This design comes from an exercise in tuning for a short achievable clock period and few clock cycles on the open sky130 flow, not from production work. Only simulation tests tie the RTL to the original design; equivalence was not proved. Power is estimated from default activity; no workload was simulated.

## the baseline
==> flow/design.v <==
package definesPkg;
endpackage
module cpu
(
   input clk,
   input reset,
   output [15:0] o_pc_addr,
   output o_pc_rd,
   input [15:0] i_pc_rddata,
   output [15:0] o_ldst_addr,
   output o_ldst_rd,
   output o_ldst_wr,
   input [15:0] i_ldst_rddata,
   output [15:0] o_ldst_wrdata,
   output [127:0] o_tb_regs
);
   logic [15:0] pc;             
   logic        d_valid;
   logic        d_btb;          
   logic        d_replay;       
   logic [15:0] d_hold;
   logic        d_hwr7;         
   logic        d_hreadB;       
   logic [15:0] pc_out;         
   logic [15:0] d_fa;           
   logic [15:0] d_pc;           
   logic [3:0]  d_hip, d_him;   
   logic        e_valid;
   logic [15:0] e_A, e_B;
   logic        e_sadd, e_ssub, e_sb, e_smrg;
   logic        e_wr;           
   logic [2:0]  e_rd;
   logic        e_flags;
   logic        e_ld, e_st;
   logic        e_br;
   logic        e_calw, e_calz, e_caln;
   logic        e_pred;
   logic [15:0] e_pcf;          
   logic [15:0] e_tgt;          
   logic        e_useA;
   logic        w_wr;           
   logic        w_isld;         
   logic [2:0]  w_rd;
   logic [15:0] w_res;          
   logic        fN, fZ;
   logic [15:0] regs [0:7];
   function automatic [15:0] ks_add(input [15:0] a, input [15:0] b, input cin);
      logic [15:0] g, p, x;
      logic [15:0] gn, pn;
      g = a & b;
      p = a | b;
      x = a ^ b;
      g[0] = g[0] | (p[0] & cin);
      for (int d = 1; d < 16; d = d * 2) begin
         gn = g;
         pn = p;
         for (int i = d; i < 16; i++) begin
            gn[i] = g[i] | (p[i] & g[i-d]);
            pn[i] = p[i] & p[i-d];
         end
         g = gn;
         p = pn;
      end
      ks_add = x ^ {g[14:0], cin};
   endfunction
   wire [15:0] sum  = ks_add(e_A, e_B, 1'b0);
   wire [15:0] diff = ks_add(e_A, ~e_B, 1'b1);
   wire [15:0] e_or = e_A | e_B;
   wire        sum_zero = &(~((e_A ^ e_B) ^ {e_or[14:0], 1'b0}));
   wire e_simple = e_sb | e_smrg;
   wire [15:0] res_simple = e_smrg ? {e_B[15:8], e_A[7:0]} : e_B;
   wire [15:0] res = ({16{e_sadd}} & sum) | ({16{e_ssub}} & diff) | ({16{e_simple}} & res_simple);
   wire        res_N = e_ssub ? diff[15] : sum[15];
   wire        res_Z = e_ssub ? (e_A == e_B) : sum_zero;
   wire taken = e_calw | (e_calz & fZ) | (e_caln & fN);
   wire mispE = e_valid & e_br & (taken ^ e_pred);
   wire [15:0] fixpc = e_useA ? e_A : (e_pred ? e_pcf : e_tgt);
   wire [15:0] instr = d_replay ? d_hold : i_pc_rddata;
   wire [4:0]  op = instr[4:0];
   wire [2:0]  rx = instr[7:5];
   wire [2:0]  ry = instr[10:8];
   wire dv = d_valid & ~mispE;
   wire [4:0] op_raw = i_pc_rddata[4:0];
   wire [2:0] rx_r = i_pc_rddata[7:5];
   wire [2:0] ry_r = i_pc_rddata[10:8];
   wire readA_r = ~((op_raw == 5'b00000) | (op_raw == 5'b00100) | (op_raw == 5'b10000) | (op_raw[4:3] == 2'b11));
   wire readB_r = (op_raw[4:3] == 2'b00) & ~(op_raw[2] & op_raw[1]);
   wire wr7_r = ((((op_raw == 5'b00000) | (op_raw == 5'b00001) | (op_raw == 5'b00010) | (op_raw == 5'b00100) |
                   (op_raw == 5'b10000) | (op_raw == 5'b10001) | (op_raw == 5'b10010) | (op_raw == 5'b10110)) &
                  (rx_r == 3'd7)) | (op_raw == 5'b11100) | (op_raw == 5'b01100));
   wire isMV    = op == 5'b00000;
   wire isADD   = op == 5'b00001;
   wire isSUB   = op == 5'b00010;
   wire isCMP   = op == 5'b00011;
   wire isLD    = op == 5'b00100;
   wire isST    = op == 5'b00101;
   wire isMVI   = op == 5'b10000;
   wire isADDI  = op == 5'b10001;
   wire isSUBI  = op == 5'b10010;
   wire isCMPI  = op == 5'b10011;
   wire isMVHI  = op == 5'b10110;
   wire isJR    = op == 5'b01000;
   wire isJZR   = op == 5'b01001;
   wire isJNR   = op == 5'b01010;
   wire isCALLR = op == 5'b01100;
   wire isJ     = op == 5'b11000;
   wire isJZ    = op == 5'b11001;
   wire isJN    = op == 5'b11010;
   wire isCALL  = op == 5'b11100;
   wire readA = isADD | isSUB | isCMP | isST | isADDI | isSUBI | isCMPI | isMVHI |
                isJR | isJZR | isJNR | isCALLR;
   wire readB = isMV | isADD | isSUB | isCMP | isLD | isST;
   wire regjump = isJR | isJZR | isJNR | isCALLR;
   wire dirjump = isJ | isJZ | isJN | isCALL;
   wire eA = ~d_replay & e_valid & e_wr & (e_rd == rx_r);
   wire eB = ~d_replay & e_valid & e_wr & (e_rd == ry_r);
   wire wA = w_wr & (d_replay ? (w_rd == d_hold[7:5]) : (w_rd == rx_r));
   wire wB = w_wr & (d_replay ? (w_rd == d_hold[10:8]) : (w_rd == ry_r));
   wire [15:0] w_val = w_isld ? i_ldst_rddata : w_res;
   wire [15:0] rfA = d_replay ? regs[d_hold[7:5]] : regs[i_pc_rddata[7:5]];
   wire [15:0] rfB = d_replay ? regs[d_hold[10:8]] : regs[i_pc_rddata[10:8]];
   wire [15:0] A_early = wA ? w_val : rfA;
   wire [15:0] B_early = wB ? w_val : rfB;
   wire [15:0] imm8s = {{8{instr[15]}}, instr[15:8]};
   wire [15:0] B_other = readB ? B_early :
                         (isMVHI ? {instr[15:8], 8'd0} :
                         ((isCALL | isCALLR) ? d_pc : imm8s));
   wire fB = (d_replay ? d_hreadB : readB_r) & eB;
   wire [15:0] A_next = eA ? res_simple : A_early;
   wire [15:0] B_next = fB ? res_simple : B_other;
   wire [11:0] tlo = {1'b0, d_pc[11:1]} + {1'b0, i_pc_rddata[15:5]};
   wire [3:0]  thi = i_pc_rddata[15] ? (tlo[11] ? d_pc[15:12] : d_him) : (tlo[11] ? d_hip : d_pc[15:12]);
   wire [15:0] tgtD = {thi, tlo[10:0], d_pc[0]};
   wire stall = dv & e_valid & (e_ld | ((e_sadd | e_ssub) & e_wr)) &
                ((readA_r & (e_rd == rx_r)) | (readB_r & (e_rd == ry_r)));
   wire e7 = e_valid & (e_wr | e_ld) & (e_rd == 3'd7);
   wire e7slow = e7 & ~e_simple;
   wire w7 = w_wr & (w_rd == 3'd7);
   wire [15:0] r7_fwd = e7 ? res_simple : (w7 ? w_val : regs[7]);
   wire predT_dir = ~d_replay & ((op_raw == 5'b11000) | (op_raw == 5'b11100) |
                                 (((op_raw == 5'b11001) | (op_raw == 5'b11010)) & i_pc_rddata[15]));
   wire predT_reg = ~d_replay & ((op_raw == 5'b01000) | (op_raw == 5'b01100)) & (rx_r == 3'd7) & ~e7slow;
   wire predT = d_btb | predT_dir | predT_reg;
   wire redirD = dv & ~stall & ~d_btb & (predT_dir | predT_reg);
   wire [15:0] tgt_reg = r7_fwd;
   localparam NB = 8;
   logic [NB-1:0]  btb_v;
   logic [15:0]    btb_tag [0:NB-1];
   logic [15:0]    btb_tgt [0:NB-1];
   logic [NB-1:0]  btb_r7;         
   logic [2:0]     btb_ptr;        
   logic [NB-1:0]  btb_hitv;
   logic [15:0]    btb_t;
   always_comb begin
      btb_t = '0;
      for (int i = 0; i < NB; i++) begin
         btb_hitv[i] = btb_v[i] & (btb_tag[i] == pc);
         btb_t = btb_t | ({16{btb_hitv[i]}} & btb_tgt[i]);
      end
   end
   logic        lk_seq, lk_dir, lk_r7;
   logic [15:0] lk_t;
   wire hit_dir = lk_seq & lk_dir;
   wire hit_r7 = lk_seq & lk_r7;
   wire dWr7 = dv & (d_replay ? d_hwr7 : wr7_r);
   wire r7_busy = dWr7 | e7 | w7;
   wire btb_pred = hit_dir | (hit_r7 & ~r7_busy);
   wire [15:0] btb_target = hit_r7 ? regs[7] : lk_t;
   wire alloc_r7 = predT_reg;
   wire btb_alloc = redirD & (predT_dir | alloc_r7);
   logic        al_q, al_r7;
   logic [15:0] al_tag;
   wire [15:0] pc_inc = pc + 16'd2;
   wire sel_tgtD = redirD & predT_dir;
   wire [15:0] pc_other = mispE ? fixpc : (stall ? pc : (redirD ? tgt_reg : (btb_pred ? btb_target : pc_inc)));
   wire [15:0] pc_next = sel_tgtD ? tgtD : pc_other;
   always_ff @(posedge clk or posedge reset) begin
      if (reset) begin
         pc <= '0;
         d_valid <= 1'b0;
         d_replay <= 1'b0;
         e_valid <= 1'b0;
         w_wr <= 1'b0;
         btb_v <= '0;
         al_q <= 1'b0;
         lk_seq <= 1'b0;
         btb_r7 <= '0;
         btb_ptr <= '0;
         fN <= 1'b0;
         fZ <= 1'b0;
      end else begin
         pc <= pc_next;
         d_valid <= ~(mispE | redirD);
         d_replay <= stall;
         e_valid <= dv & ~stall;
         w_wr <= e_valid & (e_wr | e_ld);
         al_q <= btb_alloc;
         if (!stall) lk_seq <= ~(mispE | redirD | btb_pred);
         if (al_q) begin
            btb_v[btb_ptr] <= 1'b1;
            btb_r7[btb_ptr] <= al_r7;
            btb_ptr <= btb_ptr + 1'b1;
         end
         if (e_valid & e_flags) begin
            fN <= res_N;
            fZ <= res_Z;
         end
      end
   end
   always_ff @(posedge clk) begin
      d_hold <= instr;
      if (!stall) begin
         lk_dir <= |(btb_hitv & ~btb_r7);
         lk_r7 <= |(btb_hitv & btb_r7);
         lk_t <= btb_t;
      end
      d_hwr7 <= wr7_r;
      d_hreadB <= readB_r;
      pc_out <= reset ? 16'd0 : pc_next;
      if (!stall) begin
         d_fa <= pc;
         d_pc <= pc_inc;
         d_hip <= pc_inc[15:12] + 4'd1;
         d_him <= pc_inc[15:12] - 4'd1;
            d_btb <= btb_pred;
      end
      al_r7 <= alloc_r7;
      al_tag <= d_fa - 16'd2;    
      if (al_q) begin
         btb_tag[btb_ptr] <= al_tag;
         btb_tgt[btb_ptr] <= e_tgt;
      end
      e_A <= A_next;
      e_B <= B_next;
      e_sadd <= isADD | isADDI;
      e_ssub <= isSUB | isCMP | isSUBI | isCMPI;
      e_sb <= isMV | isMVI | isCALL | isCALLR;
      e_smrg <= isMVHI;
      e_wr <= isMV | isADD | isSUB | isMVI | isADDI | isSUBI | isMVHI | isCALL | isCALLR;
      e_rd <= (isCALL | isCALLR) ? 3'd7 : rx;
      e_flags <= isADD | isSUB | isCMP | isADDI | isSUBI | isCMPI;
      e_ld <= isLD;
      e_st <= isST;
      e_br <= regjump | dirjump;
      e_calw <= isJR | isCALLR | isJ | isCALL;
      e_calz <= isJZR | isJZ;
      e_caln <= isJNR | isJN;
      e_pred <= predT;
      e_pcf <= d_pc;
      e_tgt <= tgtD;
      e_useA <= regjump & ~predT_reg;
      w_rd <= e_rd;
      w_isld <= e_ld;
      w_res <= res;
      if (reset) begin
         regs[0] <= 16'hCAFE; regs[1] <= 16'hBADD; regs[2] <= 16'hCAFE; regs[3] <= 16'hBADD;
         regs[4] <= 16'hCAFE; regs[5] <= 16'hBADD; regs[6] <= 16'hCAFE; regs[7] <= 16'hBADD;
      end else begin
         if (w_wr) regs[w_rd] <= w_val;
      end
   end
   assign o_pc_addr = pc_out;
   assign o_pc_rd = 1'b1;
   assign o_ldst_addr = e_B;
   assign o_ldst_wrdata = e_A;
   assign o_ldst_rd = 1'b1;
   assign o_ldst_wr = e_valid & e_st;
   assign o_tb_regs = {regs[7], regs[6], regs[5], regs[4], regs[3], regs[2], regs[1], regs[0]};
endmodule
Settings: LEC_CHECK=0, CAP_MARGIN=20, CORE_MARGIN=2, CORE_UTILIZATION=40, PLACE_DENSITY=0.6, SETUP_SLACK_MARGIN=3.3, SLEW_MARGIN=20, TNS_END_PERCENT=100; clock period 5.6 ns.
run.sh (not shown) runs the stock make flow with config.mk's settings and CLKGATE_MAP_FILE= SYNTH_SCRIPT=/design/flow/synth_recipe.tcl, a recipe that flattens the netlist after the stock synthesis.
Testbench counts of the baseline, summed over its fixed seeds: cycles 59,323.
Input changes introduced in the candidate (baseline for comparison: the baseline):
--- a/flow/design.v
+++ b/flow/design.v
@@ -21,5 +21,4 @@
    logic [15:0] d_hold;
    logic        d_hwr7;         
-   logic        d_hreadB;       
    logic [15:0] pc_out;         
    logic [15:0] d_fa;           
@@ -81,12 +80,4 @@
    wire [2:0]  ry = instr[10:8];
    wire dv = d_valid & ~mispE;
-   wire [4:0] op_raw = i_pc_rddata[4:0];
-   wire [2:0] rx_r = i_pc_rddata[7:5];
-   wire [2:0] ry_r = i_pc_rddata[10:8];
-   wire readA_r = ~((op_raw == 5'b00000) | (op_raw == 5'b00100) | (op_raw == 5'b10000) | (op_raw[4:3] == 2'b11));
-   wire readB_r = (op_raw[4:3] == 2'b00) & ~(op_raw[2] & op_raw[1]);
-   wire wr7_r = ((((op_raw == 5'b00000) | (op_raw == 5'b00001) | (op_raw == 5'b00010) | (op_raw == 5'b00100) |
-                   (op_raw == 5'b10000) | (op_raw == 5'b10001) | (op_raw == 5'b10010) | (op_raw == 5'b10110)) &
-                  (rx_r == 3'd7)) | (op_raw == 5'b11100) | (op_raw == 5'b01100));
    wire isMV    = op == 5'b00000;
    wire isADD   = op == 5'b00001;
@@ -113,8 +104,8 @@
    wire regjump = isJR | isJZR | isJNR | isCALLR;
    wire dirjump = isJ | isJZ | isJN | isCALL;
-   wire eA = ~d_replay & e_valid & e_wr & (e_rd == rx_r);
-   wire eB = ~d_replay & e_valid & e_wr & (e_rd == ry_r);
-   wire wA = w_wr & (d_replay ? (w_rd == d_hold[7:5]) : (w_rd == rx_r));
-   wire wB = w_wr & (d_replay ? (w_rd == d_hold[10:8]) : (w_rd == ry_r));
+   wire eA = e_valid & e_wr & (e_rd == rx);
+   wire eB = e_valid & e_wr & (e_rd == ry);
+   wire wA = w_wr & (w_rd == rx);
+   wire wB = w_wr & (w_rd == ry);
    wire [15:0] w_val = w_isld ? i_ldst_rddata : w_res;
    wire [15:0] rfA = d_replay ? regs[d_hold[7:5]] : regs[i_pc_rddata[7:5]];
@@ -126,11 +117,23 @@
                          (isMVHI ? {instr[15:8], 8'd0} :
                          ((isCALL | isCALLR) ? d_pc : imm8s));
-   wire fB = (d_replay ? d_hreadB : readB_r) & eB;
-   wire [15:0] A_next = eA ? res_simple : A_early;
-   wire [15:0] B_next = fB ? res_simple : B_other;
+   wire fB = readB & eB;
+   wire [15:0] A_next = ({16{eA & e_sadd}} & sum) | ({16{eA & e_ssub}} & diff) |
+                        ({16{eA & e_simple}} & res_simple) | ({16{~eA}} & A_early);
+   wire [15:0] B_next = ({16{fB & e_sadd}} & sum) | ({16{fB & e_ssub}} & diff) |
+                        ({16{fB & e_simple}} & res_simple) | ({16{~fB}} & B_other);
    wire [11:0] tlo = {1'b0, d_pc[11:1]} + {1'b0, i_pc_rddata[15:5]};
    wire [3:0]  thi = i_pc_rddata[15] ? (tlo[11] ? d_pc[15:12] : d_him) : (tlo[11] ? d_hip : d_pc[15:12]);
    wire [15:0] tgtD = {thi, tlo[10:0], d_pc[0]};
-   wire stall = dv & e_valid & (e_ld | ((e_sadd | e_ssub) & e_wr)) &
+   wire [2:0] rx_r = i_pc_rddata[7:5];
+   wire [2:0] ry_r = i_pc_rddata[10:8];
+   wire readA_r = (op_raw == 5'b00001) | (op_raw == 5'b00010) | (op_raw == 5'b00011) | (op_raw == 5'b00101) |
+                  (op_raw == 5'b10001) | (op_raw == 5'b10010) | (op_raw == 5'b10011) | (op_raw == 5'b10110) |
+                  (op_raw == 5'b01000) | (op_raw == 5'b01001) | (op_raw == 5'b01010) | (op_raw == 5'b01100);
+   wire readB_r = (op_raw == 5'b00000) | (op_raw == 5'b00001) | (op_raw == 5'b00010) | (op_raw == 5'b00011) |
+                  (op_raw == 5'b00100) | (op_raw == 5'b00101);
+   wire wr7_r = ((((op_raw == 5'b00000) | (op_raw == 5'b00001) | (op_raw == 5'b00010) | (op_raw == 5'b00100) |
+                   (op_raw == 5'b10000) | (op_raw == 5'b10001) | (op_raw == 5'b10010) | (op_raw == 5'b10110)) &
+                  (rx_r == 3'd7)) | (op_raw == 5'b11100) | (op_raw == 5'b01100));
+   wire stall = dv & e_valid & e_ld &
                 ((readA_r & (e_rd == rx_r)) | (readB_r & (e_rd == ry_r)));
    wire e7 = e_valid & (e_wr | e_ld) & (e_rd == 3'd7);
@@ -138,4 +141,5 @@
    wire w7 = w_wr & (w_rd == 3'd7);
    wire [15:0] r7_fwd = e7 ? res_simple : (w7 ? w_val : regs[7]);
+      wire [4:0] op_raw = i_pc_rddata[4:0];
    wire predT_dir = ~d_replay & ((op_raw == 5'b11000) | (op_raw == 5'b11100) |
                                  (((op_raw == 5'b11001) | (op_raw == 5'b11010)) & i_pc_rddata[15]));
@@ -155,5 +159,5 @@
       btb_t = '0;
       for (int i = 0; i < NB; i++) begin
-         btb_hitv[i] = btb_v[i] & (btb_tag[i] == pc);
+         btb_hitv[i] = btb_v[i] & (btb_tag[i] == pc_inc);
          btb_t = btb_t | ({16{btb_hitv[i]}} & btb_tgt[i]);
       end
@@ -216,5 +220,4 @@
       end
       d_hwr7 <= wr7_r;
-      d_hreadB <= readB_r;
       pc_out <= reset ? 16'd0 : pc_next;
       if (!stall) begin
@@ -226,5 +229,5 @@
       end
       al_r7 <= alloc_r7;
-      al_tag <= d_fa - 16'd2;    
+      al_tag <= d_fa;
       if (al_q) begin
          btb_tag[btb_ptr] <= al_tag;
==> summary.txt <==
- Taking the baseline as the reference, in the candidate setup slack fell 0.56 ns; post-route cell area rose about 4%; final weighted congestion of routability-driven global placement rose 5.6%; number of core rows rose 2; routed wirelength normalized by instance count rose about 0.8%.
- The baseline -> the candidate: highest ir drop seen on vdd increased by more than 10%
- Compared with the baseline, the candidate shows max-slew headroom at the worst pin higher by 19 points.
Testbench counts of the candidate, summed over its fixed seeds: cycles 58,398.

[port drivers added, routing unchanged]
No port has a modelled driver above. Below, the same layouts with a new extraction and two added sets of constraints. Step 1 (the two cells are an assumption about what drives the block):
set clk [get_ports {clk}]
set_driving_cell -lib_cell sky130_fd_sc_hd__clkbuf_16 $clk
set_driving_cell -lib_cell sky130_fd_sc_hd__buf_2 [delete_from_list [all_inputs] $clk]
Step 2 times the ports against the registers' clock, not the clock port: input delays grow and output delays shrink by t, the midpoint of the rising clock arrivals with the driver on. Slacks: ideal ports / drivers / drivers and shift; pairs: ideal ports / drivers.
run | t (ns) | slack for setup (ns) | worst data-port slew with drivers (ns)
the baseline | 0.666 | 2.947 / 2.833 / 2.167 | 0.20
the candidate | 0.679 | 2.387 / 2.387 / 2.066 | 0.09
After both steps every run listed still meets setup and hold. The setup slack of the baseline, which loses most, moves by -0.114 ns with the drivers and by -0.780 ns with both steps.
